Context: an optimization exercise on an open-source flow, tuned for small area, a short achievable clock period and few clock cycles per item. The choices shown serve that exercise and are no tape-out recipe.
At most, simulation tests tie the RTL to the original design; equivalence was not proved.
Power and IR drop assume default switching activity.

==> job 7703: inputs <==
==> flow/design.v <==
module minha_fpu_add #(parameter int W = 8)
(
    input  logic [W-1:0] a,
    input  logic [W-1:0] b,
    input  logic         cin,
    output logic [W-1:0] s,
    output logic         cout
);
    localparam int TOP = (W > 16) ? 16 : (W > 8) ? 8 : (W > 4) ? 4 : (W > 2) ? 2 : 1;
    logic [W-1:0] p, g, gg, pp;
    always_comb begin
        p  = a ^ b;
        g  = a & b;
        gg = g;
        pp = p;
        gg[0] = g[0] | (p[0] & cin);
        for (int d = 1; d < W; d = d * 2)
            for (int i = 2 * d - 1; i < W; i += 2 * d) begin
                gg[i] = gg[i] | (pp[i] & gg[i-d]);
                pp[i] = pp[i] & pp[i-d];
            end
        for (int d = TOP; d >= 1; d = d / 2)
            for (int i = 3 * d - 1; i < W; i += 2 * d) begin
                gg[i] = gg[i] | (pp[i] & gg[i-d]);
                pp[i] = pp[i] & pp[i-d];
            end
        s    = p ^ {gg[W-2:0], cin};
        cout = gg[W-1];
    end
endmodule
module minha_fpu
(
    input logic clock_100KHz,
    input logic reset,
    input logic start,
    input logic [31:0] op_A_in,
    input logic [31:0] op_B_in,
    output logic [3:0] status_out,
    output logic [31:0] data_out,
    output logic done
);
    logic        sA, sB;
    logic [9:0]  eA, eB;
    logic [20:0] fA, fB;
    assign sA = op_A_in[31];
    assign sB = op_B_in[31];
    assign eA = op_A_in[30:21];
    assign eB = op_B_in[30:21];
    assign fA = op_A_in[20:0];
    assign fB = op_B_in[20:0];
    logic zA, zB, mA, mB, nan_res;
    assign zA = (op_A_in == 32'h0);
    assign zB = (op_B_in == 32'h0);
    assign mA = &eA;
    assign mB = &eB;
    assign nan_res = (mA && fA != 21'h0) || (mB && fB != 21'h0) || (mA && mB && (sA != sB));
    logic [9:0] dAB, dBA, d;
    logic       geE, leE, geM, unused0;
    minha_fpu_add #(10) u_dab (.a(eA), .b(~eB), .cin(1'b1), .s(dAB), .cout(geE));
    minha_fpu_add #(10) u_dba (.a(eB), .b(~eA), .cin(1'b1), .s(dBA), .cout(leE));
    logic [30:0] cmp_s;
    minha_fpu_add #(31) u_cmp (.a(op_A_in[30:0]), .b(~op_B_in[30:0]), .cin(1'b1), .s(cmp_s), .cout(geM));
    logic        swap, sX;
    logic [9:0]  eX;
    logic [20:0] fX, fY;
    assign swap = !geM;
    assign sX = swap ? sB : sA;
    assign fX = swap ? fB : fA;
    assign fY = swap ? fA : fB;
    assign eX = geE ? eA : eB;
    assign d  = geE ? dAB : dBA;
    logic        big, sub;
    logic [21:0] mY;
    logic [22:0] m;
    logic [9:0]  eX1;
    assign big = (d[9:5] != 5'd0) || (d[4:0] > 5'd22);
    assign mY  = {1'b1, fY} >> d[4:0];
    assign sub = sA ^ sB;
    minha_fpu_add #(23) u_add (.a({2'b01, fX}), .b({1'b0, mY} ^ {23{sub}}), .cin(sub), .s(m), .cout(unused0));
    assign eX1 = eX + 10'd1;
    logic        s_d, pass_d;
    logic [9:0]  e_d;
    logic [20:0] f_d;
    logic [1:0]  ps_d;
    always_comb begin
        pass_d = 1'b1;
        s_d = sX; e_d = eX; f_d = fX; ps_d = 2'd2;
        if (zA) begin
            s_d = sB; e_d = eB; f_d = fB; ps_d = 2'd0;
        end else if (zB) begin
            s_d = sA; e_d = eA; f_d = fA; ps_d = 2'd0;
        end else if (mA || mB) begin
            e_d = 10'h3FF;
            if (nan_res) begin
                s_d = 1'b0; f_d = 21'h1; ps_d = 2'd3;
            end else begin
                s_d = mA ? sA : sB; f_d = 21'h0; ps_d = 2'd1;
            end
        end else if (!big) begin
            pass_d = 1'b0; e_d = eX1;
        end
    end
    logic        s_q, pass_q;
    logic [9:0]  e_q;
    logic [22:0] m_q;
    logic [1:0]  ps_q;
    always_ff @(posedge clock_100KHz) begin
        if (start) begin
            s_q    <= s_d;
            pass_q <= pass_d;
            e_q    <= e_d;
            m_q    <= pass_d ? {1'b0, f_d[18:0], 1'b0, f_d[20:19]} : m;
            ps_q   <= ps_d;
        end
    end
    always_ff @(posedge clock_100KHz or negedge reset) begin
        if (!reset) done <= 1'b0;
        else if (start) done <= 1'b1;
    end
    logic [22:0] n0, n1, n2, n3, n4, n5;
    logic [4:0]  z;
    always_comb begin
        n0   = m_q;
        z[4] = !pass_q && (n0[22:7] == 16'h0);
        n1   = z[4] ? {n0[6:0], 16'h0} : n0;
        z[3] = !pass_q && (n1[22:15] == 8'h0);
        n2   = z[3] ? {n1[14:0], 8'h0} : n1;
        z[2] = !pass_q && (n2[22:19] == 4'h0);
        n3   = z[2] ? {n2[18:0], 4'h0} : n2;
        z[1] = !pass_q && (n3[22:21] == 2'h0);
        n4   = z[1] ? {n3[20:0], 2'h0} : n3;
        z[0] = !pass_q && !n4[22];
        n5   = z[0] ? {n4[21:0], 1'b0} : n4;
    end
    logic [9:0] en;
    logic       uf, unused1;
    minha_fpu_add #(10) u_en (.a(e_q), .b(~{5'd0, z}), .cin(1'b1), .s(en), .cout(unused1));
    assign uf = !pass_q && (m_q == 23'h0 || (e_q[9:5] == 5'd0 && e_q[4:0] == z));
    assign data_out = uf ? 32'h0 : {s_q, en, (pass_q ? m_q[1:0] : 2'b01), n5[21:3]};
    always_comb begin
        if (pass_q)  status_out = 4'b0001 << ps_q;
        else if (uf) status_out = 4'b0100;
        else         status_out = n5[2] ? 4'b1000 : 4'b0001;
    end
endmodule
==> flow/run.sh <==
#!/bin/bash
# synth_recipe.tcl (not shown) runs the flow's synth.tcl, then flattens the netlist and writes it again
# the make line also repeats each setting of config.mk as NAME=value (left out here)
make -C /OpenROAD-flow-scripts/flow DESIGN_CONFIG=/design/flow/config.mk WORK_HOME=/design/flow/orfs CLKGATE_MAP_FILE= SYNTH_SCRIPT=/design/flow/synth_recipe.tcl finish
==> flow/config.mk <==
export PLATFORM = sky130hd
export DESIGN_NAME = minha_fpu
export DESIGN_NICKNAME = minha_fpu
export VERILOG_FILES = /design/flow/design.v
export SDC_FILE = /design/flow/constraint.sdc
export NUM_CORES = 4
export LEC_CHECK = 0
export CAP_MARGIN = 20
export CORE_MARGIN = 2
export CORE_UTILIZATION = 40
export SETUP_SLACK_MARGIN = 2
export SLEW_MARGIN = 20
==> flow/constraint.sdc <==
create_clock -name core_clock -period 11.0 [get_ports {clock_100KHz}]
set_input_delay 2.2000 -clock core_clock [delete_from_list [all_inputs] [get_ports {clock_100KHz}]]
set_output_delay 2.2000 -clock core_clock [all_outputs]
set_load 0.01 [all_outputs]
==> job 9867 (differences from job 7703) <==
--- a/flow/design.v
+++ b/flow/design.v
@@ -64,6 +64,5 @@
     logic [9:0]  eX;
-    logic [20:0] fX, fY;
+    logic [20:0] fY;
     assign swap = !geM;
     assign sX = swap ? sB : sA;
-    assign fX = swap ? fB : fA;
     assign fY = swap ? fA : fB;
@@ -71,33 +70,26 @@
     assign d  = geE ? dAB : dBA;
-    logic        big, sub;
-    logic [21:0] mY;
+    logic        spec, big, pass_d, kill, selB, sub;
+    logic [20:0] fXp;
+    logic [21:0] mY, mYp;
     logic [22:0] m;
-    logic [9:0]  eX1;
-    assign big = (d[9:5] != 5'd0) || (d[4:0] > 5'd22);
-    assign mY  = {1'b1, fY} >> d[4:0];
-    assign sub = sA ^ sB;
-    minha_fpu_add #(23) u_add (.a({2'b01, fX}), .b({1'b0, mY} ^ {23{sub}}), .cin(sub), .s(m), .cout(unused0));
-    assign eX1 = eX + 10'd1;
-    logic        s_d, pass_d;
-    logic [9:0]  e_d;
-    logic [20:0] f_d;
-    logic [1:0]  ps_d;
+    assign spec   = !zA && !zB && (mA || mB);
+    assign big    = (d[9:5] != 5'd0) || (d[4:0] > 5'd22);
+    assign pass_d = zA || zB || mA || mB || big;
+    assign kill   = zA || zB || mA || mB || (d[9:5] != 5'd0);
+    assign selB   = zA || (!zB && swap);
+    assign fXp    = spec ? {20'h0, nan_res} : (selB ? fB : fA);
+    assign mY     = {1'b1, fY} >> d[4:0];
+    assign mYp    = kill ? 22'h0 : mY;
+    assign sub    = sA ^ sB;
+    minha_fpu_add #(23) u_add (.a({2'b01, fXp}), .b({1'b0, mYp} ^ {23{sub}}), .cin(sub), .s(m), .cout(unused0));
+    logic [9:0] e_raw, e_d;
+    logic       s_d;
+    logic [1:0] ps_d;
     always_comb begin
-        pass_d = 1'b1;
-        s_d = sX; e_d = eX; f_d = fX; ps_d = 2'd2;
-        if (zA) begin
-            s_d = sB; e_d = eB; f_d = fB; ps_d = 2'd0;
-        end else if (zB) begin
-            s_d = sA; e_d = eA; f_d = fA; ps_d = 2'd0;
-        end else if (mA || mB) begin
-            e_d = 10'h3FF;
-            if (nan_res) begin
-                s_d = 1'b0; f_d = 21'h1; ps_d = 2'd3;
-            end else begin
-                s_d = mA ? sA : sB; f_d = 21'h0; ps_d = 2'd1;
-            end
-        end else if (!big) begin
-            pass_d = 1'b0; e_d = eX1;
-        end
+        if (zA)        begin e_raw = eB;     s_d = sB;  ps_d = 2'd0; end
+        else if (zB)   begin e_raw = eA;     s_d = sA;  ps_d = 2'd0; end
+        else if (spec) begin e_raw = 10'h3FF; s_d = nan_res ? 1'b0 : (mA ? sA : sB); ps_d = nan_res ? 2'd3 : 2'd1; end
+        else           begin e_raw = eX;     s_d = sX;  ps_d = 2'd2; end
     end
+    assign e_d = e_raw + {8'd0, pass_d, 1'b1};
     logic        s_q, pass_q;
@@ -111,3 +103,3 @@
             e_q    <= e_d;
-            m_q    <= pass_d ? {1'b0, f_d[18:0], 1'b0, f_d[20:19]} : m;
+            m_q    <= m;
             ps_q   <= ps_d;
@@ -119,16 +111,23 @@
     end
-    logic [22:0] n0, n1, n2, n3, n4, n5;
     logic [4:0]  z;
+    logic [22:0] n5;
     always_comb begin
-        n0   = m_q;
-        z[4] = !pass_q && (n0[22:7] == 16'h0);
-        n1   = z[4] ? {n0[6:0], 16'h0} : n0;
-        z[3] = !pass_q && (n1[22:15] == 8'h0);
-        n2   = z[3] ? {n1[14:0], 8'h0} : n1;
-        z[2] = !pass_q && (n2[22:19] == 4'h0);
-        n3   = z[2] ? {n2[18:0], 4'h0} : n2;
-        z[1] = !pass_q && (n3[22:21] == 2'h0);
-        n4   = z[1] ? {n3[20:0], 2'h0} : n3;
-        z[0] = !pass_q && !n4[22];
-        n5   = z[0] ? {n4[21:0], 1'b0} : n4;
+        logic [31:0] v;
+        logic [4:0]  zz [32];
+        logic [31:0] nv;
+        logic [4:0]  nz [32];
+        v = {m_q, 9'h1FF};
+        for (int i = 0; i < 32; i++) zz[i] = 5'd0;
+        for (int w = 1; w < 32; w = w * 2) begin
+            nv = '0;
+            for (int i = 0; i < 32; i++) nz[i] = 5'd0;
+            for (int j = 0; j < 32 / (2 * w); j++) begin
+                nv[j] = v[2*j+1] | v[2*j];
+                nz[j] = v[2*j+1] ? zz[2*j+1] : (zz[2*j] | 5'(w));
+            end
+            v = nv;
+            for (int i = 0; i < 32; i++) zz[i] = nz[i];
+        end
+        z = pass_q ? 5'd3 : zz[0];
+        n5 = m_q << z;
     end
@@ -138,3 +137,3 @@
     assign uf = !pass_q && (m_q == 23'h0 || (e_q[9:5] == 5'd0 && e_q[4:0] == z));
-    assign data_out = uf ? 32'h0 : {s_q, en, (pass_q ? m_q[1:0] : 2'b01), n5[21:3]};
+    assign data_out = uf ? 32'h0 : {s_q, en, (pass_q ? m_q[20:19] : 2'b01), n5[21:3]};
     always_comb begin
==> flow/flow/run.sh (new file) <==
#!/bin/bash
# Standard ORFS layout (the standard.sh) with two changes:
# - the port buffers use sky130_fd_sc_hd__buf_1 instead of the cell buffer_ports
#   picks by default;
# - synthesis does not extract full/half adder cells (ADDER_MAP_FILE empty), so
#   ABC maps the prefix adders of the RTL itself.
set -euo pipefail
export BUFFER_PORTS_ARGS="-buffer_cell sky130_fd_sc_hd__buf_1"
export ADDER_MAP_FILE=
bash standard.sh > standard.log 2>&1
==> flow/standard.sh (new file) <==
#!/bin/bash
# synth_recipe.tcl (not shown) runs the flow's synth.tcl, then flattens the netlist and writes it again
# the make line also repeats each setting of config.mk as NAME=value (left out here)
make -C /OpenROAD-flow-scripts/flow DESIGN_CONFIG=/design/flow/config.mk WORK_HOME=/design/flow/orfs CLKGATE_MAP_FILE= SYNTH_SCRIPT=/design/flow/synth_recipe.tcl "${@:-finish}"
--- a/flow/config.mk
+++ b/flow/config.mk
@@ -7,2 +7,3 @@
 export LEC_CHECK = 0
+export ABC_AREA = 1
 export CAP_MARGIN = 20
@@ -10,3 +11,3 @@
 export CORE_UTILIZATION = 40
-export SETUP_SLACK_MARGIN = 2
+export SETUP_SLACK_MARGIN = 5
 export SLEW_MARGIN = 20
removed: flow/run.sh
==> results.txt <==
Non-clock buffer count: job 9867 is higher than job 7703 (81). Via count: job 9867 is higher than job 7703 (about 20%). Flip-flop and latch count is the same in job 9867 and job 7703. In count of clock-buffer cells in the layout, job 9867 and job 7703 do not differ. Against job 9867, the combinational power of job 7703 is smaller by about 2%.
Testbench counts of job 7703, summed over its fixed seeds: cycles 24,000, items 24,000.
For job 9867, only the layout was checked, not whether the RTL still works.

separate check: timing with driven ports:
In the flow no input, the clock included, has a driving cell. The finished layouts below were timed again as built, in two steps. Step 1 assumes that a clkbuf_16 drives the clock port and a buf_2 every other input. Step 2 adds t to the input delays and takes it off the output delays; t is the mean of the earliest and latest rising clock arrival at the registers after step 1. Input paths then give back, and output paths get back, about the clock's delay inside the block. a / b / c = ideal ports / drivers / drivers and shift; a / b = the first two.
| run | t (ns) | setup slack, ns | hold WS [ns] | latest minus earliest clock arrival (ns) | pins driven straight from the clock port |
|---|---|---|---|---|---|
| job 7703 | 0.317 | 2.294 / 2.308 / 1.991 | 0.470 / 0.470 / 0.470 | 0.006 / 0.006 | 1 |
| job 9867 | 0.314 | 4.861 / 4.826 / 4.675 | 0.478 / 0.478 / 0.478 | 0.009 / 0.009 | 1 |
After both steps every run listed still meets setup and hold. For job 7703, which loses most, drivers alone change the setup slack by +0.014 ns; drivers and shift together by -0.303 ns.
